Source: an optimization exercise on an open RTL-to-GDS flow (aim: small area). Production flows keep margins and buffers that such runs may drop.
RTL that was checked went through simulation tests only; none was proved equivalent to the original.
No driver is modelled on the clock port, so clocking that relies on it looks cheaper here than on a real chip.
No activity file was given, so power comes from the tool's default toggle rates.

Setup of run R:
==> flow/design.v (excerpt) <==
module top_mac_st (clk, rst, accu_rst, a, w, config_aw, z);
	parameter HEADROOM = 4;
	input                    clk;
	input                    rst;
	input                    accu_rst;
	input    [7:0]           a;         
	input    [7:0]           w;         
	input    [1:0]           config_aw;
	output   [15+HEADROOM:0] z;
	reg      [7:0]           a1, w1, a2, w2;
	reg                      rst1;      
	reg                      clr1;      
	reg      [1:0]           cfg;       
	reg      [19:0]          accn;      
	wire     [19:0]          accd;      
	wire c0 = cfg[0];
	wire c1 = cfg[1];
	wire m8, s8, s4, m2, nm2, clr1n;
	mac_inv  u_m8 (.a(c0), .y(m8));                
	assign s8 = m8;
	mac_nor2 u_s4 (.a(m8), .b(c1), .y(s4));        
	mac_and2 u_m2 (.a(c0), .b(c1), .y(m2));        
	assign s2 = m2;
	mac_inv  u_nm2 (.a(m2), .y(nm2));
	mac_inv  u_clr1n (.a(clr1), .y(clr1n));
	wire s2;
	wire pp_0_0_1;
	wire pp_0_1_2;
	wire pp_0_2_3;
	wire pp_0_3_4;
	wire pp_0_4_5;
	wire pp_0_5_6;
	wire pp_0_6_7;
	wire pp_0_7_8;
	wire pp_1_0_9;
	wire pp_1_1_10;
	wire pp_1_2_11;
	wire pp_1_3_12;
	wire pp_1_4_13;
	wire pp_1_5_14;
	wire pp_1_6_15;
	wire pp_1_7_16;
	wire pp_2_0_17;
	wire pp_2_1_18;
	wire pp_2_2_19;
	wire pp_2_3_20;
	wire pp_2_4_21;
	wire pp_2_5_22;
	wire px23;
	wire pp_2_6_24;
	wire pp_2_7_25;
	wire pp_3_0_26;
	wire pp_3_1_27;
	wire pp_3_2_28;
	wire pp_3_3_29;
	wire pp_3_4_30;
	wire pp_3_5_31;
	wire px32;
	wire pp_3_6_33;
	wire pp_3_7_34;
	wire pp_4_0_35;
	wire pp_4_1_36;
	wire pp_4_2_37;
	wire pp_4_3_38;
	wire px39;
	wire pp_4_4_40;
	wire pp_4_5_41;
	wire pp_4_6_42;
	wire pp_4_7_43;
	wire pp_5_0_44;
	wire pp_5_1_45;
	wire pp_5_2_46;
	wire pp_5_3_47;
	wire px48;
	wire pp_5_4_49;
	wire pp_5_5_50;
	wire pp_5_6_51;
	wire pp_5_7_52;
	wire pp_6_0_53;
	wire pp_6_1_54;
	wire px55;
	wire pp_6_2_56;
	wire pp_6_3_57;
	wire px58;
	wire pp_6_4_59;
	wire pp_6_5_60;
	wire pp_6_6_61;
	wire pp_6_7_62;
	wire pp_7_0_63;
	wire pp_7_1_64;
	wire px65;
	wire pp_7_2_66;
	wire pp_7_3_67;
	wire px68;
	wire pp_7_4_69;
	wire pp_7_5_70;
	wire pp_7_6_71;
	wire pp_7_7_72;
	wire hc73;
	wire hs74;
	wire fs75;
	wire fc76;
	wire hc77;
	wire hs78;
	wire fs79;
	wire fc80;
	wire fs81;
	wire fc82;
	wire hc83;
	wire hs84;
	wire fs85;
	wire fc86;
	wire fs87;
	wire fc88;
	wire fs89;
	wire fc90;
	wire hc91;
	wire hs92;
	wire fs93;
	wire fc94;
	wire fs95;
	wire fc96;
	wire fs97;
  ...
clock: 10.0 ns
lec_check: 0
cap_margin: 20
core_margin: 2
core_utilization: 40
slew_margin: 20
synth_hierarchical: 1
standard.sh (not shown) runs the stock make flow with config.mk's settings and CLKGATE_MAP_FILE= SYNTH_SCRIPT=/design/flow/synth_recipe.tcl, a recipe that flattens the netlist after the stock synthesis.
==> flow/flow/run.sh <==
#!/bin/bash
# Own layout flow: the standard ORFS flow (standard.sh, unchanged synthesis) with
# layout-only changes:
#  - buffers that synthesis inserted are removed at floorplan (REMOVE_ABC_BUFFERS);
#  - port buffers are the smallest buffer (buf_1) instead of clkdlybuf4s50_1;
#  - the clock tree is built by flow/pre_cts.tcl: a root buffer and three clkbuf_8 leaves;
#  - after global routing, cells off the critical paths are downsized (RECOVER_POWER).
set -euo pipefail
export REMOVE_ABC_BUFFERS=1
export BUFFER_PORTS_ARGS="-buffer_cell sky130_fd_sc_hd__buf_1"
export PRE_CTS_TCL="$PWD/flow/pre_cts.tcl"
export CTS_ARGS="-clk_nets clk -buf_list sky130_fd_sc_hd__clkbuf_8 -root_buf sky130_fd_sc_hd__clkbuf_8 -dont_use_dummy_load"
export RECOVER_POWER=100
bash standard.sh > standard.log 2>&1
Other scripts of this flow, unchanged in this note and not shown: flow/flow/pre_cts.tcl
Input changes introduced in run E (baseline for comparison: run R):
diff --git a/flow/design.v b/flow/design.v
--- a/flow/design.v
+++ b/flow/design.v
@@ -73,29 +73,29 @@
 module top_mac_st (clk, rst, accu_rst, a, w, config_aw, z);
 	parameter HEADROOM = 4;
 	input                    clk;
 	input                    rst;
 	input                    accu_rst;
 	input    [7:0]           a;         
 	input    [7:0]           w;         
 	input    [1:0]           config_aw;
 	output   [15+HEADROOM:0] z;
 	reg      [7:0]           a1, w1, a2, w2;
 	reg                      rst1;      
 	reg                      clr1;      
-	reg      [1:0]           cfg;       
+	reg      [0:0]           cfg;       
 	reg      [19:0]          accn;      
 	wire     [19:0]          accd;      
 	wire c0 = cfg[0];
-	wire c1 = cfg[1];
+	wire c1 = config_aw[1];    
 	wire m8, s8, s4, m2, nm2, clr1n;
 	mac_inv  u_m8 (.a(c0), .y(m8));                
 	assign s8 = m8;
 	mac_nor2 u_s4 (.a(m8), .b(c1), .y(s4));        
 	mac_and2 u_m2 (.a(c0), .b(c1), .y(m2));        
 	assign s2 = m2;
 	mac_inv  u_nm2 (.a(m2), .y(nm2));
 	mac_inv  u_clr1n (.a(clr1), .y(clr1n));
 	wire s2;
 	wire pp_0_0_1;
 	wire pp_0_1_2;
 	wire pp_0_2_3;
@@ -513,18 +513,18 @@
 	mac_inv u_z_13 (.a(accn[13]), .y(z[13]));
 	mac_inv u_z_14 (.a(accn[14]), .y(z[14]));
 	mac_inv u_z_15 (.a(accn[15]), .y(z[15]));
 	mac_inv u_z_16 (.a(accn[16]), .y(z[16]));
 	mac_inv u_z_17 (.a(accn[17]), .y(z[17]));
 	mac_inv u_z_18 (.a(accn[18]), .y(z[18]));
 	mac_inv u_z_19 (.a(accn[19]), .y(z[19]));
 	always_ff @(posedge clk) begin
 		a1   <= a;
 		w1   <= w;
 		rst1 <= rst;
 		clr1 <= rst | accu_rst | rst1;
-		cfg  <= config_aw;
+		cfg  <= config_aw[0];
 		a2   <= a1;
 		w2   <= w1;
 		accn <= accd;
 	end
 endmodule  
### Flow results
Going from run R to run E, the synthesized cell count was found to have gone down by 1.
Detailed route wirelength on metal3 was higher in run E than in run R.
Run E vs. run R: register area share after synthesis went down by 0.40 points.
For the detailed placer's ending HPWL, run E came in 75 um lower than run R did.
For run E, the startpoint-to-endpoint class of the critical path was in -> reg, unlike run R, where it was reg -> reg.
Reported leakage power grows by a few percent when moving from run R to run E.
Compared to run R, run E was floorplanned on a smaller die.
The run showing the greater arrival time of data at the critical path endpoint is run E.
Taking run R as the reference, in run E area fraction in compound gates after synthesis saw little to no change; worst setup margin saw a decrease; share of the synthesized netlist area taken by xor and xnor gates saw little to no change; fraction of area in registers saw a decrease.
Across both runs, final area was higher for run E than for run R.
Total power of run E is higher than that of run R.
Any difference in synthesized area per cell between run R and run E is small enough to ignore.
The RTL of run E was laid out without a check of its function.

[port drivers added, routing unchanged]
How much do the figures lean on ideal ports? The routed layouts below were timed once more, with nothing changed but the port constraints. Step 1: set_driving_cell puts a clkbuf_16 on clk and a buf_2 on each other input, an assumption about the parent block. Step 2, shift: input delay + t, output delay - t, t = (earliest + latest rising clock arrival at the registers) / 2. This alone moves slack from input paths to output paths. a / b / c = no drivers / after step 1 / after step 2; a / b = the first two.
run | t (ns) | slack for setup (ns) | worst hold slack (ns) | worst setup path after step 2 | clock arrival spread, ns
run R | 0.430 | 0.508 / 0.508 / 0.508 | 0.335 / 0.335 / 0.335 | register to register | 0.014 / 0.014
run E | 0.432 | 0.322 / 0.325 / -0.107 | 0.335 / 0.335 / 0.335 | input to register | 0.013 / 0.014
Met with ideal ports but missed after step 2: setup timing in run E. The setup slack of run E, which loses most, moves by +0.003 ns with the drivers and by -0.429 ns with both steps.
